Source: an optimization exercise on an open RTL-to-GDS flow (aim: small area, a short achievable clock period and few clock cycles). Production flows keep margins and buffers that such runs may drop.
Function was checked by simulation only, so behaviour that the tests miss may differ from the original.
Power and IR drop assume default switching activity.

the reference run:
==> flow/design.v (excerpt) <==
module micro_riscv(
  input logic         clk_i,
  input logic         reset_i,
  output logic [31:0] cpu_data_addr_o,
  input  logic [31:0] cpu_data_rdata_i,
  output logic [31:0] cpu_data_wdata_o,
  output logic        cpu_data_re_o,
  output logic        cpu_data_we_o,
  output logic [31:0] cpu_instr_addr_o,
  input  logic [31:0] cpu_instr_rdata_i,
  output logic        cpu_finish_o
);
Size: about 4900 cells after synthesis, roughly 1200 flip-flops, roughly 170 I/O pins, about 60000 um2 of cells after synthesis.
export LEC_CHECK = 0
export CAP_MARGIN = 20
export CORE_MARGIN = 2
export CORE_UTILIZATION = 45
export CTS_CLUSTER_DIAMETER = 100
export CTS_CLUSTER_SIZE = 24
export PLACE_DENSITY = 0.65
export SLEW_MARGIN = 20
export TNS_END_PERCENT = 2
create_clock -name core_clock -period 16.0 [get_ports {clk_i}]
standard.sh (not shown) runs the stock make flow with config.mk's settings and CLKGATE_MAP_FILE= SYNTH_SCRIPT=/design/flow/synth_recipe.tcl, a recipe that flattens the netlist after the stock synthesis.
==> flow/flow/run.sh <==
#!/bin/bash
set -euo pipefail
export SETUP_SLACK_MARGIN=11.5
export BUFFER_PORTS_ARGS="-buffer_cell sky130_fd_sc_hd__buf_4"
DONT_USE="sky130_fd_sc_hd__probe_p_8 sky130_fd_sc_hd__probec_p_8 sky130_fd_sc_hd__lpflow_bleeder_1 sky130_fd_sc_hd__lpflow_clkbufkapwr_1 sky130_fd_sc_hd__lpflow_clkbufkapwr_16 sky130_fd_sc_hd__lpflow_clkbufkapwr_2 sky130_fd_sc_hd__lpflow_clkbufkapwr_4 sky130_fd_sc_hd__lpflow_clkbufkapwr_8 sky130_fd_sc_hd__lpflow_clkinvkapwr_1 sky130_fd_sc_hd__lpflow_clkinvkapwr_16 sky130_fd_sc_hd__lpflow_clkinvkapwr_2 sky130_fd_sc_hd__lpflow_clkinvkapwr_4 sky130_fd_sc_hd__lpflow_clkinvkapwr_8 sky130_fd_sc_hd__lpflow_decapkapwr_12 sky130_fd_sc_hd__lpflow_decapkapwr_3 sky130_fd_sc_hd__lpflow_decapkapwr_4 sky130_fd_sc_hd__lpflow_decapkapwr_6 sky130_fd_sc_hd__lpflow_decapkapwr_8 sky130_fd_sc_hd__lpflow_inputiso0n_1 sky130_fd_sc_hd__lpflow_inputiso0p_1 sky130_fd_sc_hd__lpflow_inputiso1n_1 sky130_fd_sc_hd__lpflow_inputiso1p_1 sky130_fd_sc_hd__lpflow_inputisolatch_1 sky130_fd_sc_hd__lpflow_isobufsrc_1 sky130_fd_sc_hd__lpflow_isobufsrc_16 sky130_fd_sc_hd__lpflow_isobufsrc_2 sky130_fd_sc_hd__lpflow_isobufsrc_4 sky130_fd_sc_hd__lpflow_isobufsrc_8 sky130_fd_sc_hd__lpflow_isobufsrckapwr_16 sky130_fd_sc_hd__lpflow_lsbuf_lh_hl_isowell_tap_1 sky130_fd_sc_hd__lpflow_lsbuf_lh_hl_isowell_tap_2 sky130_fd_sc_hd__lpflow_lsbuf_lh_hl_isowell_tap_4 sky130_fd_sc_hd__lpflow_lsbuf_lh_isowell_4 sky130_fd_sc_hd__lpflow_lsbuf_lh_isowell_tap_1 sky130_fd_sc_hd__lpflow_lsbuf_lh_isowell_tap_2 sky130_fd_sc_hd__lpflow_lsbuf_lh_isowell_tap_4 sky130_fd_sc_hd__a2111o_1 sky130_fd_sc_hd__a2111o_2 sky130_fd_sc_hd__a2111o_4 sky130_fd_sc_hd__a2111oi_0 sky130_fd_sc_hd__a2111oi_1 sky130_fd_sc_hd__a2111oi_2 sky130_fd_sc_hd__a2111oi_4 sky130_fd_sc_hd__a222oi_1 sky130_fd_sc_hd__a311o_1 sky130_fd_sc_hd__a311o_2 sky130_fd_sc_hd__a311o_4 sky130_fd_sc_hd__a311oi_1 sky130_fd_sc_hd__a311oi_2 sky130_fd_sc_hd__a311oi_4 sky130_fd_sc_hd__a32o_1 sky130_fd_sc_hd__a32o_2 sky130_fd_sc_hd__a32o_4 sky130_fd_sc_hd__a32oi_1 sky130_fd_sc_hd__a32oi_2 sky130_fd_sc_hd__a32oi_4 sky130_fd_sc_hd__a41o_1 sky130_fd_sc_hd__a41o_2 sky130_fd_sc_hd__a41o_4 sky130_fd_sc_hd__a41oi_1 sky130_fd_sc_hd__a41oi_2 sky130_fd_sc_hd__a41oi_4 sky130_fd_sc_hd__nor4_1 sky130_fd_sc_hd__nor4_2 sky130_fd_sc_hd__nor4_4 sky130_fd_sc_hd__nor4b_1 sky130_fd_sc_hd__nor4b_2 sky130_fd_sc_hd__nor4b_4 sky130_fd_sc_hd__nor4bb_1 sky130_fd_sc_hd__nor4bb_2 sky130_fd_sc_hd__nor4bb_4 sky130_fd_sc_hd__o2111a_1 sky130_fd_sc_hd__o2111a_2 sky130_fd_sc_hd__o2111a_4 sky130_fd_sc_hd__o2111ai_1 sky130_fd_sc_hd__o2111ai_2 sky130_fd_sc_hd__o2111ai_4 sky130_fd_sc_hd__o311a_1 sky130_fd_sc_hd__o311a_2 sky130_fd_sc_hd__o311a_4 sky130_fd_sc_hd__o311ai_0 sky130_fd_sc_hd__o311ai_1 sky130_fd_sc_hd__o311ai_2 sky130_fd_sc_hd__o311ai_4 sky130_fd_sc_hd__o32a_1 sky130_fd_sc_hd__o32a_2 sky130_fd_sc_hd__o32a_4 sky130_fd_sc_hd__o32ai_1 sky130_fd_sc_hd__o32ai_2 sky130_fd_sc_hd__o32ai_4 sky130_fd_sc_hd__o41a_1 sky130_fd_sc_hd__o41a_2 sky130_fd_sc_hd__o41a_4 sky130_fd_sc_hd__o41ai_1 sky130_fd_sc_hd__o41ai_2 sky130_fd_sc_hd__o41ai_4 sky130_fd_sc_hd__or4_1 sky130_fd_sc_hd__or4_2 sky130_fd_sc_hd__or4_4 sky130_fd_sc_hd__or4b_1 sky130_fd_sc_hd__or4b_2 sky130_fd_sc_hd__or4b_4 sky130_fd_sc_hd__or4bb_1 sky130_fd_sc_hd__or4bb_2 sky130_fd_sc_hd__or4bb_4"
bash standard.sh "DONT_USE_CELLS=$DONT_USE" finish > standard_flow.log 2>&1
Testbench counts of the reference run, summed over its fixed seeds: cycles 35,011.
## Diff of input files: the trial run against the reference run
- TNS_END_PERCENT changed from 2 to 0
[summary]
- The reference run finished every step from synthesis to the final layout, and the layout passed the timing, design-rule and antenna checks.
- The trial run completed every stage of the flow, and the final layout passed the timing, design-rule and antenna checks.
- Between the trial run and the reference run, it is the trial run whose time the worst path needs with I/O delays and setup is higher, by 0.024 ns.
- Top achievable clock speed delta (the trial run − the reference run): unfavourable
- For sequential share of power, the reference run and the trial run come out practically identical.
- Largest incremental delay on the critical path (higher): the reference run
- In terms of fraction of standard cell area that is sequential, the trial run and the reference run differ only marginally.
- The trial run vs. the reference run: non-clock buffer instance count of the final layout held steady; count of final setup violators essentially unchanged.
- The run showing the greater period utilization is the trial run.
- The total power on the reference run is in line with that on the trial run.

==> re-timing with driven ports <==
In the flow no input, the clock included, has a driving cell. The finished layouts below were timed again as built, in two steps.
Step 1 sets driving cells, clkbuf_16 on the clock port and buf_2 on the other inputs (assumed; they add their load-dependent delay and slew).
Step 2, shift: input delay + t, output delay - t, t = (earliest + latest rising clock arrival at the registers) / 2. This alone moves slack from input paths to output paths.
a / b / c = ideal ports / drivers / drivers and shift; a / b = the first two.
| run | shift t [ns] | setup WS [ns] | worst setup path after step 2 |
|---|---|---|---|
| the reference run | 0.834 | 11.307 / 11.251 / 10.804 | input to register |
| the trial run | 0.839 | 11.283 / 11.240 / 10.843 | input to register |
After both steps setup and hold are still met in every run listed. For the reference run, which loses most, drivers alone change the setup slack by -0.056 ns; drivers and shift together by -0.503 ns.
